Context: an optimization exercise on an open-source flow, tuned for a short achievable clock period and few clock cycles. The choices shown serve that exercise and are no tape-out recipe. In this exercise RTL edits were held to simulation tests only and were not proved equivalent to the original. Power is estimated from default activity; no workload was simulated.

==> flow/design.v <==
module cpu (
  input clk,
  input reset,  
  input wire [31:0] data_o,  
  output mem_we,  
  output [1:0] mem_size,
  output [31:0] addr, data_i
);
  parameter BTB_BITS = 4;  
  parameter [1:0] INIT_CTR = 2'b10;  
  parameter TAGW = 8;   
  localparam TGTW = 12;  
  localparam NB = 1 << BTB_BITS;
  reg [31:0] addr_q;    
  reg [31:0] pc_q;      
  reg        we_q;      
  reg [1:0]  size_q;
  reg [31:0] wdata_q;
  reg        mem_q;     
  reg        ld_q;      
  reg [31:0] ldoh_q;    
  reg [2:0]  ldf3_q;    
  reg [31:0] ir_q;      
  reg [31:0] s1oh_q, s2oh_q, rdoh_q;  
  reg [31:0] irpc_q;    
  reg        irv_q;     
  reg        irpred_q;  
  reg        halt_q;    
  assign addr = addr_q;
  assign mem_we = we_q;
  assign mem_size = size_q;
  assign data_i = wdata_q;
  reg [NB-1:0]   bv;
  reg [TAGW-1:0] btag [0:NB-1];
  reg [TGTW-1:0] btgt [0:NB-1];
  reg [1:0]      bctr [0:NB-1];  
  wire [BTB_BITS-1:0] fidx = pc_q[BTB_BITS+1:2];
  wire fhit = bv[fidx] && bctr[fidx][1] && (btag[fidx] == pc_q[BTB_BITS+TAGW+1:BTB_BITS+2]);
  wire [31:0] fpc4 = pc_q + 32'd4;
  wire [31:0] pred_next = fhit ? {pc_q[31:TGTW+2], btgt[fidx], 2'b00} : fpc4;
  wire [31:0] ir = ir_q;
  wire [4:0] op = ir[6:2];
  wire [2:0] f3 = ir[14:12];
  wire is_lui   = op == 5'b01101;
  wire is_auipc = op == 5'b00101;
  wire is_jal   = op == 5'b11011;
  wire is_jalr  = op == 5'b11001;
  wire is_br    = op == 5'b11000;
  wire is_ld    = op == 5'b00000;
  wire is_st    = op == 5'b01000;
  wire is_opi   = op == 5'b00100;
  wire is_op    = op == 5'b01100;
  wire is_sys   = op == 5'b11100;
  wire [31:0] immI = {{20{ir[31]}}, ir[31:20]};
  wire [31:0] immS = {{20{ir[31]}}, ir[31:25], ir[11:7]};
  wire [31:0] immB = {{19{ir[31]}}, ir[31], ir[7], ir[30:25], ir[11:8], 1'b0};
  wire [31:0] immU = {ir[31:12], 12'b0};
  wire [31:0] immJ = {{11{ir[31]}}, ir[31], ir[19:12], ir[20], ir[30:21], 1'b0};
  wire ev = irv_q & ~mem_q & ~halt_q;  
  reg [31:0] lv;  
  always @(*) begin
    case (ldf3_q)
      3'b000: lv = {{24{data_o[7]}}, data_o[7:0]};
      3'b001: lv = {{16{data_o[15]}}, data_o[15:0]};
      3'b100: lv = {24'b0, data_o[7:0]};
      3'b101: lv = {16'b0, data_o[15:0]};
      default: lv = data_o;
    endcase
  end
  wire weE;
  wire [31:0] resE;
  wire ldw = mem_q & ld_q;
  wire [31:0] wval = mem_q ? lv : resE;
  wire [32*32-1:0] rfw;
  assign rfw[31:0] = 32'b0;
  genvar gi;
  generate
    for (gi = 1; gi < 32; gi = gi + 1) begin : g_rf
      reg [31:0] r;
      always @(posedge clk) begin
        if ((weE & rdoh_q[gi]) | (ldw & ldoh_q[gi])) r <= wval;
      end
      assign rfw[gi*32 +: 32] = r;
    end
  endgenerate
  reg [31:0] rs1v, rs2v;
  integer k;
  always @(*) begin
    rs1v = 32'b0;
    rs2v = 32'b0;
    for (k = 1; k < 32; k = k + 1) begin
      rs1v = rs1v | ({32{s1oh_q[k]}} & rfw[k*32 +: 32]);
      rs2v = rs2v | ({32{s2oh_q[k]}} & rfw[k*32 +: 32]);
    end
  end
  wire [31:0] a = rs1v;
  wire [31:0] b = is_op ? rs2v : (is_st ? immS : immI);
  wire [31:0] sum = a + b;
  wire [31:0] diff = a - b;
  wire signed [31:0] as = a;
  wire signed [31:0] bs = b;
  wire slt = as < bs;
  wire sltu = a < b;
  wire [4:0] sh = b[4:0];
  wire [31:0] sra = as >>> sh;
  reg [31:0] alu;
  always @(*) begin
    case (f3)
      3'd0: alu = (is_op & ir[30]) ? diff : sum;
      3'd1: alu = a << sh;
      3'd2: alu = {31'b0, slt};
      3'd3: alu = {31'b0, sltu};
      3'd4: alu = a ^ b;
      3'd5: alu = ir[30] ? sra : (a >> sh);
      3'd6: alu = a | b;
      default: alu = a & b;
    endcase
  end
  wire [31:0] pc4 = irpc_q + 32'd4;
  wire [31:0] pcimm = irpc_q + (is_jal ? immJ : is_br ? immB : immU);
  assign resE = is_lui ? immU : is_auipc ? pcimm : (is_jal | is_jalr) ? pc4 : alu;
  assign weE = ev & (is_lui | is_auipc | is_jal | is_jalr | is_op | is_opi);
  wire signed [31:0] rs1s = rs1v;
  wire signed [31:0] rs2s = rs2v;
  wire beq = rs1v == rs2v;
  wire blt = rs1s < rs2s;
  wire bltu = rs1v < rs2v;
  reg cond;
  always @(*) begin
    case (f3)
      3'b000: cond = beq;
      3'b001: cond = ~beq;
      3'b100: cond = blt;
      3'b101: cond = ~blt;
      3'b110: cond = bltu;
      default: cond = ~bltu;
    endcase
  end
  wire taken = is_jal | is_jalr | (is_br & cond);
  wire [31:0] ea = rs1v + (is_st ? immS : immI);  
  wire [31:0] target = is_jalr ? ea : pcimm;
  wire [31:0] actual_next = taken ? target : pc4;
  wire [31:0] ta = is_jalr ? rs1v : irpc_q;
  wire [31:0] tb = is_jalr ? immI : is_jal ? immJ : immB;
  wire [31:0] tc = ta ^ tb ^ pc_q;
  wire [31:0] tco = (ta & tb) | ((ta ^ tb) & tc);
  wire target_ok = ~tc[0] & (tco[30:0] == tc[31:1]);
  wire mispred = taken ? ~target_ok : irpred_q;
  wire [31:0] fw = {data_o[7:0], data_o[15:8], data_o[23:16], data_o[31:24]};
  wire ir_load = ~mem_q & ~halt_q;  
  always @(posedge clk) begin
    if (ir_load) begin
      ir_q <= fw;
      irpc_q <= pc_q;
      irpred_q <= fhit;
      s1oh_q <= 32'b1 << fw[19:15];
      s2oh_q <= 32'b1 << fw[24:20];
      rdoh_q <= 32'b1 << fw[11:7];
    end
  end
  wire ex_mem = ev & (is_ld | is_st);
  always @(posedge clk) begin
    if (reset) begin
      irv_q <= 1'b0;
      halt_q <= 1'b0;
      mem_q <= 1'b0;
      we_q <= 1'b0;
    end else begin
      if (ir_load) irv_q <= ~(ev & (mispred | is_sys));
      if (ev & is_sys) halt_q <= 1'b1;
      mem_q <= ex_mem;
      we_q <= ex_mem & is_st & ~(f3[1] & f3[0]);
    end
  end
  wire [31:0] next_fetch = (ev & mispred) ? actual_next : pred_next;
  always @(posedge clk) begin
    if (reset) begin
      pc_q <= 32'b0;
      addr_q <= 32'b0;
    end else if (mem_q | halt_q) begin
      addr_q <= pc_q;
    end else begin
      pc_q <= next_fetch;
      addr_q <= ex_mem ? ea : next_fetch;
    end
  end
  always @(posedge clk) begin
    if (ex_mem) begin
      ld_q <= is_ld;
      ldoh_q <= rdoh_q;
      ldf3_q <= f3;
    end
  end
  always @(posedge clk) begin
    size_q <= f3[1:0];
    wdata_q <= rs2v;
  end
  wire [BTB_BITS-1:0] eidx = irpc_q[BTB_BITS+1:2];
  wire ehit = bv[eidx] && (btag[eidx] == irpc_q[BTB_BITS+TAGW+1:BTB_BITS+2]);
  wire ectl = is_br | is_jal | is_jalr;
  wire [1:0] ectr = bctr[eidx];
  always @(posedge clk) begin
    if (reset) begin
      bv <= {NB{1'b0}};
    end else if (ev) begin
      if (ectl && taken) begin
        bv[eidx] <= 1'b1;
        btag[eidx] <= irpc_q[BTB_BITS+TAGW+1:BTB_BITS+2];
        btgt[eidx] <= target[TGTW+1:2];
        bctr[eidx] <= !ehit ? INIT_CTR : (ectr == 2'b11) ? 2'b11 : ectr + 2'b01;
      end else if (ectl && ehit) begin
        bctr[eidx] <= (ectr == 2'b00) ? 2'b00 : ectr - 2'b01;
      end else if (!ectl && irpred_q) begin
        bv[eidx] <= 1'b0;
      end
    end
  end
endmodule
==> flow/flow/run.sh <==
#!/bin/bash
# Own layout flow: the standard ORFS flow (standard.sh, unchanged synthesis), run with
# repair_timing asked for extra setup slack (SETUP_SLACK_MARGIN) so that it optimises the
# paths towards a short clock period. The SDC, clock period and I/O constraints are unchanged.
# make's full output goes to flow_standard.log; ORFS's per-step logs stay under orfs/logs.
set -euo pipefail
MARGIN=$(cat flow/margin.txt)
bash standard.sh SETUP_SLACK_MARGIN="$MARGIN" finish > flow_standard.log 2>&1
==> flow/flow/margin.txt <==
21.5
==> flow/standard.sh <==
#!/bin/bash
# synth_recipe.tcl (not shown) runs the flow's synth.tcl, then flattens the netlist and writes it again
# the make line also repeats each setting of config.mk as NAME=value (left out here)
make -C /OpenROAD-flow-scripts/flow DESIGN_CONFIG=/design/flow/config.mk WORK_HOME=/design/flow/orfs CLKGATE_MAP_FILE= SYNTH_SCRIPT=/design/flow/synth_recipe.tcl "${@:-finish}"
==> flow/config.mk <==
export PLATFORM = sky130hd
export DESIGN_NAME = cpu
export DESIGN_NICKNAME = cpu
export VERILOG_FILES = /design/flow/design.v
export SDC_FILE = /design/flow/constraint.sdc
export NUM_CORES = 4
export LEC_CHECK = 0
export ABC_CLOCK_PERIOD_IN_PS = 5000
export CAP_MARGIN = 20
export CORE_MARGIN = 2
export CORE_UTILIZATION = 45
export SLEW_MARGIN = 20
==> flow/constraint.sdc <==
create_clock -name core_clock -period 28.0 [get_ports {clk}]
set_input_delay 5.6000 -clock core_clock [delete_from_list [all_inputs] [get_ports {clk}]]
set_output_delay 5.6000 -clock core_clock [all_outputs]
set_load 0.01 [all_outputs]
==> results.env <==
GRTUSAGETOTAL_PCT=44.7
NUMBER_OF_H_TREE_BRANCHING_LEVELS=4
CTS.PATH.MAX_BUFFERS=3
CLOCK-ROOT-BUFFER='clkbuf_16'
NUM_IO_PINS=101
TIMING.CRITICAL_PATH.SLOWEST_STAGE_CELL='nor4_1'
SYNTH_CELLS=6799
HOLD_CLASS='flop to flop'
DETAIL_ROUTE.DRC_VIOLATIONS=0
WORSTPATHCELLLIST='buf_12 -> mux2i_2 -> or3_4 -> buf_12 -> buf_12 -> buf_12 -> nand2_8 -> a21oi_2 -> o21ai_2 -> a21oi_2 -> o21ai_1 -> nor4_1 -> o211ai_1 -> buf_6 -> o2111a_2'
FINAL_AREA_SQ_UM=100000
SETUP_FAILING_EPS_FINAL=0
SLOWEST_DELAY_NS=0.25
CTS-HOLD-FIX-BUFFERS=0
FINAL.FILL_COUNT=15645
WORST_ENDPOINT_DATA_ARRIVAL_TIME_NS=7.75
GRT_PASS1_WL_UM=586000
CLK_PIN_SLEW_WORST_PATHS_NS=0.06
HOLD_VIOL=0
MAXCAP_VIOLATIONS=1
SYNTH_FLOP_CELL='edfxtp_1'
YS.WARNINGS.COUNT=1
DETAILED_PLACE_HPWL_UM=256000
SLEW_HEADROOM_PCT=-10.8
TOTAL_POWER_W=0.00749
TRITONCTS_NUM_SINKS=1661
ACHIEVABLE-FREQUENCY_GHz=0.139
WIRELENGTH_UM=442000
TIMING.FINAL.CRIT_SHARE_PCT=25.6
GRT_OVERFLOW=0
SYNTH.AREA.TOP_CELLS='edfxtp_1 (54%), a22oi_1 (6.5%), mux4_2 (3.8%)'
TIMING.SETUP.CRITICAL_PATH_CLASS='input port to flop'
DRT-INITIAL-DRC-COUNT=16650
YS_FF_LATCH=1661
FINALWEIGHTEDCONGESTION=1.07
SEQUENTIAL_TO_TOTAL_AREA_SHARE_FROM_YOSYS_STAT_PCT=57.5
CP_MAX_FO=8
NUMPORTBUFFERS=100
INITIAL_UTILIZATION_PCT=45.2
SYNTH_AREA_LEADER_CELL='edfxtp_1'
FLIP_FLOP_AND_LATCH_AREA_SQ_UM=48700
CRITICAL_PATH_STARTPOINT_CATEGORY='input port'
VIA_COUNT_OF_THE_FIRST_GLOBAL_ROUTING_PASS=69468
RSZ0062_AT_GRT='true'
SYNTH_AREA_PER_CELL_SQ_UM=12.4
CLOCK_TREE_FROM_TRITONCTS='yes'
POWER.DENSITY_CELL_AREA_nW_PER_UM2=74.6
TRITONCTS.NUM_BUFFERS=172
DIE_W_UM=438
DETAIL-ROUTE-ANTENNA-NETS=0
LARGEST_NET_DEGREE_AT_THE_START_OF_GLOBAL_ROUTING=82
NETLIST-CELL-TYPE-COUNT=104
ROUTED_WIRE_LENGTH_PER_INSTANCE_UM=45.2
VERTICAL_EXTENT_OF_THE_DIE_UM=438
FINAL.MIN_CLOCK_PERIOD_NS=7.17
SYNTH-EDFF-COUNT=1535
DIE_AREA_SQ_UM=191000
FINALSETUPTNS_NS=0
POWER_LEAKAGE_nW=34.6
KIND_OF_END_POINT_OF_THE_CRITICAL_PATH='flop'
WORST_PATH_MOST_REPEATED_CELL='buf_12'
NETLIST_AREA_SQ_UM=84600
VIA_PER_INST=7.74
POST_ROUTE_CELLS_DRIVE_ABOVE_1_SHARE_PCT=20.0
MULTI_INPUT_AREA_SQ_UM=36000
SLEW_VIOL_FINAL=3
AREA.GROWTH.SYNTH_TO_FINAL_PCT=18.7
CHECK-FAILURES='capacitance limit, slew limit'
ROWS=159
VIAS=75838
ACTUAL_SLEW_AT_THE_WORST_MAX_SLEW_PIN_NS=1.66
RUN_STATUS='failed layout checks'
SYN_NETS=7064
DP.CELLS=9165
PLACEDINSTANCEAREA_SQ_UM=89500
SYNTHDOMINANTCELLAREASHARE_PCT=54.5
FIN_WORST_SKEW_NS=0.0668
CORE_AREA_SQ_UM=187000
CRITICAL_PATH_REQUIRED_NS=28.58
GRT_ANTENNA_BEFORE_REPAIR=25
FIRST_PASS_ITERS=12
CLK-INSERTION-DELAY-LATE_NS=0.88
VDD.IR_DROP.WORST_V=0.0000582
FINAL_NETS=7385
NON_FILLER_INSTANCES=9793
YS_ASYNC_SR_FRACTION_PCT=0
==> registers in the layout (all words and copies together) (netlist names), named ones only <==
register,count
irpred_q,1
ld_q,1
halt_q,1
we_q,1
mem_q,1
pc_q,32
btag,128
wdata_q,32
addr_q,32
irv_q,1
bctr,32
ldf3_q,3
s2oh_q,31
ir_q,30
rdoh_q,31
s1oh_q,31
irpc_q,32
btgt,192
size_q,2
ldoh_q,31
g_rf.r,992
==> worst paths after layout <==
| kind | slack (ns) | from | to | cells after the start |
|---|---|---|---|---|
| max | 20.83 | data_o[15] | g_rf[3].r[29]$_DFFE_PP_ | 15 |
| min | 0.38 | ir_q[12]$_DFFE_PP_ | size_q[0]$_DFF_P_ | 0 |
| max reg2reg | 20.98 | s1oh_q[11]$_SDFFCE_PP0P_ | g_rf[11].r[24]$_DFFE_PP_ | 21 |
| min reg2reg | 0.38 | ir_q[12]$_DFFE_PP_ | size_q[0]$_DFF_P_ | 0 |
==> cells by family after synthesis <==
| logic type | after synthesis | share of synthesized area [%] |
|---|---|---|
| adder cells (fa/ha/maj) | 232 | 3.74 |
| multiplexers | 347 | 6.35 |
| XOR/XNOR | 187 | 1.94 |
| AO/OA/AOI/OAI | 2148 | 18.4 |
| flip-flops | 1661 | 57.5 |
| AND/OR/NAND/NOR | 1558 | 8.97 |
| buffers and inverters | 666 | 3.17 |
==> where the power goes <==
group	switching, W	total [W]	internal, W
clock	0.00103	0.00235	0.00131
combinational	0.00153	0.00221	0.000675
sequential	0.0000640	0.00294	0.00288
total	0.00263	0.00749	0.00487
==> routing by layer <==
metal,vias up,share of wire (%),global-route usage [%]
li1,28122,-,-
met1,36810,33,54.1
met2,8343,39,60.6
met3,2537,18,23.0
met4,26,10,32.2
met5,-,0.18,1.74
==> cell usage after synthesis, types with 61 or more instances <==
| master | instances |
|---|---|
| clkbuf_1 | 345 |
| a21oi_1 | 294 |
| xnor2_1 | 108 |
| a22oi_1 | 735 |
| edfxtp_1 | 1535 |
| ha_1 | 196 |
| mux4_2 | 142 |
| nor2_1 | 418 |
| nor3_1 | 87 |
| o21ai_0 | 240 |
| mux2i_1 | 178 |
| buf_1 | 77 |
| a22o_1 | 132 |
| inv_1 | 168 |
| or4_1 | 61 |
| nand2_1 | 366 |
| dfxtp_1 | 126 |
| a221oi_1 | 112 |
| xor2_1 | 79 |
| nand4_1 | 145 |
| nand3_1 | 246 |
| a21o_1 | 75 |
| a222oi_1 | 67 |
==> what timing repair did <==
action / CTS / global route
gates resized for setup: 665 / 135
gates cloned: 59 / 4
setup buffers: 135 / 69
pin swaps: 61 / 58
endpoints found under the setup margin: 1486 / 1343
==> area by class of cell <==
class	count	area share [%]
Antenna cell	35	0.0872
Clock buffer	216	4.65
Clock inverter	101	1.01
Inverter	177	0.687
Multi-Input combinational cell	4519	35.9
Sequential cell	1661	48.5
Tap cell	2495	3.11
Timing Repair Buffer	588	6.05
Timing Repair inverter	1	0.00748
==> worst max-delay path, delay by kind of cell <==
family          cells  cell delay, ns
compound gates      6            0.81
buf+inv             5            0.66
simple gates        3            0.48
mux                 1            0.17
==> layout by cell type (no fill, tap or decap), drive strengths merged, types with 26 or more instances in the layout <==
cell	Yosys	final
edfxtp	1535	1535
a22oi	735	735
buf	144	555
nor2	420	435
nand2	367	367
a21oi	295	302
o21ai	247	252
nand3	247	247
clkbuf	345	221
ha	196	196
mux2i	178	178
inv	170	173
mux4	148	148
nand4	145	145
a22o	132	132
dfxtp	126	126
a221oi	113	113
xnor2	108	108
nor3	91	93
clkinv	7	84
xor2	79	79
a21o	75	76
a222oi	67	67
a211oi	61	61
or4	61	61
o211ai	52	52
o21a	48	50
a31oi	33	39
o221ai	33	36
diode	0	35
fa	35	35
and3	35	35
nand2b	35	35
o22ai	31	31
or3	27	27
and2	26	26
nor4	26	26
==> per-stage QoR <==
stage,utilization [%],hold WS [ns],setup slack (ns)
after floorplan,-,0.402,20.50
after global placement,47.8,0.352,19.27
after detailed placement,47.8,0.380,19.25
after CTS,52.7,0.392,20.94
after global routing,53.6,0.396,20.77
final,53.6,0.382,20.83
Testbench counts, summed over its fixed seeds: cycles 145,442.

## re-timing with driven ports
The flow's constraints put no driver on any port. The routed layout listed below was extracted and timed again, unchanged, in two steps. Step 1, drivers: a clkbuf_16 drives clk and a buf_2 each remaining input, both assumed. Step 2 also shifts input and output timing later by t, the mid clock arrival at the registers, as if the neighbouring blocks saw the same clock. a / b / c = ideal / step 1 / step 2; a / b = the first two.
t (ns): 0.927
setup slack, ns: 20.828 / 20.748 / 19.820
hold WS [ns]: 0.382 / 0.382 / 0.382
worst setup path at the end: input to register
For this run, drivers alone change the setup slack by -0.080 ns; drivers and shift together by -1.008 ns.
